This design comes from an exercise in tuning for small area, a short achievable clock period and few clock cycles per item on the open sky130 flow, not from production work.
In this exercise RTL edits were held to simulation tests only and were not proved equivalent to the original.

== lane 1 ==
// Raptor64Mult
module Raptor64Mult(rst, clk, ld, sgn, isMuli, a, b, imm, o, done);
input clk;
input rst;
input ld;
input sgn;
input isMuli;
input [63:0] a;
input [63:0] b;
input [63:0] imm;
output [127:0] o;
output done;
reg [6:0] ph;        
reg [64:0] ar;        
reg [69:0] dr;        
reg [65:0] sr, cr;    
reg [13:0] lsr, lcr;  
reg busy;            
reg nbit;             
reg ca, cb;           
wire [6:0] one0, two0, neg0;  
wire [6:0] one1, two1, neg1;  
wire [6:0] one2, two2, neg2;  
wire first = ph[0];
assign done = ph[6];
wire [70:0] bx = {{6{sgn & b[63]}}, b, 1'b0};
wire [70:0] ix = {{6{sgn & imm[63]}}, imm, 1'b0};
wire [14:0] xb = ({15{~busy}} & bx[14:0]) | ({15{ph[0]}} & bx[28:14]) | ({15{ph[1]}} & bx[42:28]) | ({15{ph[2]}} & bx[56:42]) | ({15{ph[3]}} & bx[70:56]);
wire [14:0] xi = ({15{~busy}} & ix[14:0]) | ({15{ph[0]}} & ix[28:14]) | ({15{ph[1]}} & ix[42:28]) | ({15{ph[2]}} & ix[56:42]) | ({15{ph[3]}} & ix[70:56]);
wire [14:0] xd = isMuli ? xi : xb;
wire [6:0] one_n, two_n, neg_n;
genvar k;
generate for (k = 0; k < 7; k = k + 1) begin : enc
	wire one_d = xd[2*k+1] ^ xd[2*k];
	wire two_d = (xd[2*k+2] & ~xd[2*k+1] & ~xd[2*k]) | (~xd[2*k+2] & xd[2*k+1] & xd[2*k]);
	wire neg_d = xd[2*k+2] & ~(xd[2*k+1] & xd[2*k]);
	assign one_n[k] = one_d;
	assign two_n[k] = two_d;
	assign neg_n[k] = neg_d;
end endgenerate
always @(posedge clk) begin
	if (rst)
		ph <= 7'd0;
	else
		ph <= {ph[5:0], ld};
	busy <= ~rst & (ld | ph[0] | ph[1] | ph[2] | ph[3]);
	ar <= ph[5] ? {7'b0, fin[71:14]} : {sgn & a[63], a};
end
digq u_q0 (.clk(clk), .one_n(one_n), .two_n(two_n), .neg_n(neg_n), .one(one0), .two(two0), .neg(neg0));
digq u_q1 (.clk(clk), .one_n(one_n), .two_n(two_n), .neg_n(neg_n), .one(one1), .two(two1), .neg(neg1));
  ...
Settings: LEC_CHECK=0, ABC_CLOCK_PERIOD_IN_PS=3000, CAP_MARGIN=50, CORE_MARGIN=2, CORE_UTILIZATION=62, CTS_BUF_LIST=sky130_fd_sc_hd__clkbuf_16, CTS_CLUSTER_DIAMETER=100, CTS_CLUSTER_SIZE=24, SETUP_SLACK_MARGIN=5, SLEW_MARGIN=70, SYNTH_HIERARCHICAL=1, SYNTH_MINIMUM_KEEP_SIZE=0; clock period 10.0 ns.
standard.sh (not shown) runs the stock make flow with config.mk's settings and CLKGATE_MAP_FILE= SYNTH_SCRIPT=/design/flow/synth_recipe.tcl, a recipe that flattens the netlist after the stock synthesis.
==> flow/flow/run.sh <==
#!/bin/bash
set -euo pipefail
MARGIN=$(cat flow/margin.txt)
export BUFFER_PORTS_ARGS="-buffer_cell $(cat flow/bufcell.txt)"
sed -e "s/SETUP_SLACK_MARGIN=[-0-9.]*/SETUP_SLACK_MARGIN=${MARGIN}/" standard.sh > standard_margin.sh
grep -q "SETUP_SLACK_MARGIN=${MARGIN}" standard_margin.sh
bash standard_margin.sh > standard_margin.log 2>&1
==> flow/flow/bufcell.txt <==
sky130_fd_sc_hd__buf_1
==> flow/flow/margin.txt <==
6.7
Lane 1 finished every stage and its layout cleared the timing, DRC and antenna checks.
Testbench counts of lane 1, summed over its fixed seeds: cycles 19,200, items 2,400.
--- input diff lane 1..lane 2 ---
Settings: swapping 70 for 40 in SLEW_MARGIN; swapping 50 for 30 in CAP_MARGIN.
### Flow results
Summary of lane 2 over lane 1: number of cells after detailed placement moved down, final worst-path setup slack rose by 0.0046 ns. Termination of the worst setup path = o[87]: lane 1; termination of the worst setup path = o[104]: lane 2. Relative to lane 1, lane 2 degrades routed wire length. From lane 1 to lane 2 the numbers moved as follows: largest incremental delay on the critical path has remained practically unchanged, minimum clock period after layout lost 0.0046 ns. Of lane 1 and lane 2, lane 2 shows the lower total area of sequential cells, with lane 1 above it. Compare lane 1 and lane 2 | layout clock buffer count higher: lane 2. Global-route usage | lane 2 above lane 1. Relative to lane 1, the core utilization of lane 2 is lower by 0.61 points. Detailed-router iteration count before antenna repair, lane 1 and lane 2: larger value in lane 2. Lane 2: number of filler cells placed in the layout 64 above lane 1.
--- input diff lane 2..lane 3 ---
Settings: a change of CAP_MARGIN from 30 to 50; a change of SLEW_MARGIN from 40 to 70; a change of ABC_CLOCK_PERIOD_IN_PS from 3000 to 5000.
### Flow results
Clock skew ended up 0.022 ns lower on lane 3 than on lane 2. For lane 2, the highest metal layer used by the detailed router was met4, unlike lane 3, where it was met5. Relative to lane 2, final area has increased by about 0.9% in lane 3. Of lane 2 and lane 3, lane 2 shows the higher aggregate routed wire length, with lane 3 below it. Diff lane 2 -> lane 3: register area picked up an extra about 0.37%, first-pass GRT wire length lost 810 um, clock buffer count lost 2. The detailed route wirelength on metal2 number comes out higher for lane 2 vs lane 3.
What lane 4 does differently from lane 3 at the input level:
Settings: CORE_UTILIZATION changed from 62 to 68; ABC_CLOCK_PERIOD_IN_PS changed from 5000 to 3000.
==> comparison <==
| number of buffers other than clock buffers in the final layout | lane 3 vs lane 4 | ≈ equal |
Comparing lane 4 and lane 3, the lower final period demand of the worst path was measured on lane 3.
Measured against lane 3, the die footprint of lane 4 comes out at 0.913 times the reference value.
Lane 4 against lane 3: met3 capacity usage during global routing went up by 2.1 points; post-cts sizing count went down; design area decreased 0.74%.
Relative to lane 4, the following input files were edited for lane 5:
Settings: removing CTS_CLUSTER_DIAMETER (formerly 100); removing CTS_CLUSTER_SIZE (formerly 24); removing CTS_BUF_LIST (formerly sky130_fd_sc_hd__clkbuf_16); changing CORE_UTILIZATION from 68 to 55.
[summary]
- Lane 5 — number of vias after detailed routing about 0.9% lower, lane 4 as reference
- Looking at the reports, lane 5 completed the entire flow and the layout it produced met the timing, DRC and antenna checks.
- Lane 5 vs lane 4, insertion delay of the later-clocked pin in the worst-skew pair went up by 0.03 ns.
- In lane 5, the placement row count came out 8 above the value in lane 4.
- Higher area growth from synthesis to layout goes to lane 5 over lane 4.
- Sort lane 4 and lane 5 by worst-case setup margin in the final layout desc -> top: lane 5

[what the ideal ports hide]
Ports are ideal in the flow. The routed layouts listed here were re-timed in OpenROAD. Step 1 (the two cells are an assumption about what drives the block):
set clk [get_ports {clk}]
set_driving_cell -lib_cell sky130_fd_sc_hd__clkbuf_16 $clk
set_driving_cell -lib_cell sky130_fd_sc_hd__buf_2 [delete_from_list [all_inputs] $clk]
Step 2 also shifts input and output timing later by t, the mid clock arrival at the registers, as if the neighbouring blocks saw the same clock. Three values: ideal ports, drivers, drivers and shift; two values: the first two.
run	t (ns)	setup WS [ns]	worst register clock-pin slew, ns	worst slew at a driven data input, ns
lane 1	0.638	6.713 / 6.652 / 6.167	0.10 / 0.10	0.11
lane 2	0.655	6.718 / 6.657 / 6.104	0.10 / 0.10	0.11
lane 3	0.638	6.713 / 6.652 / 6.167	0.10 / 0.10	0.11
lane 4	0.633	6.696 / 6.640 / 6.175	0.11 / 0.11	0.16
lane 5	0.667	6.716 / 6.650 / 6.186	0.07 / 0.07	0.09
After both steps every run listed still meets setup and hold. For lane 2, which loses most, drivers alone change the setup slack by -0.061 ns; drivers and shift together by -0.614 ns.
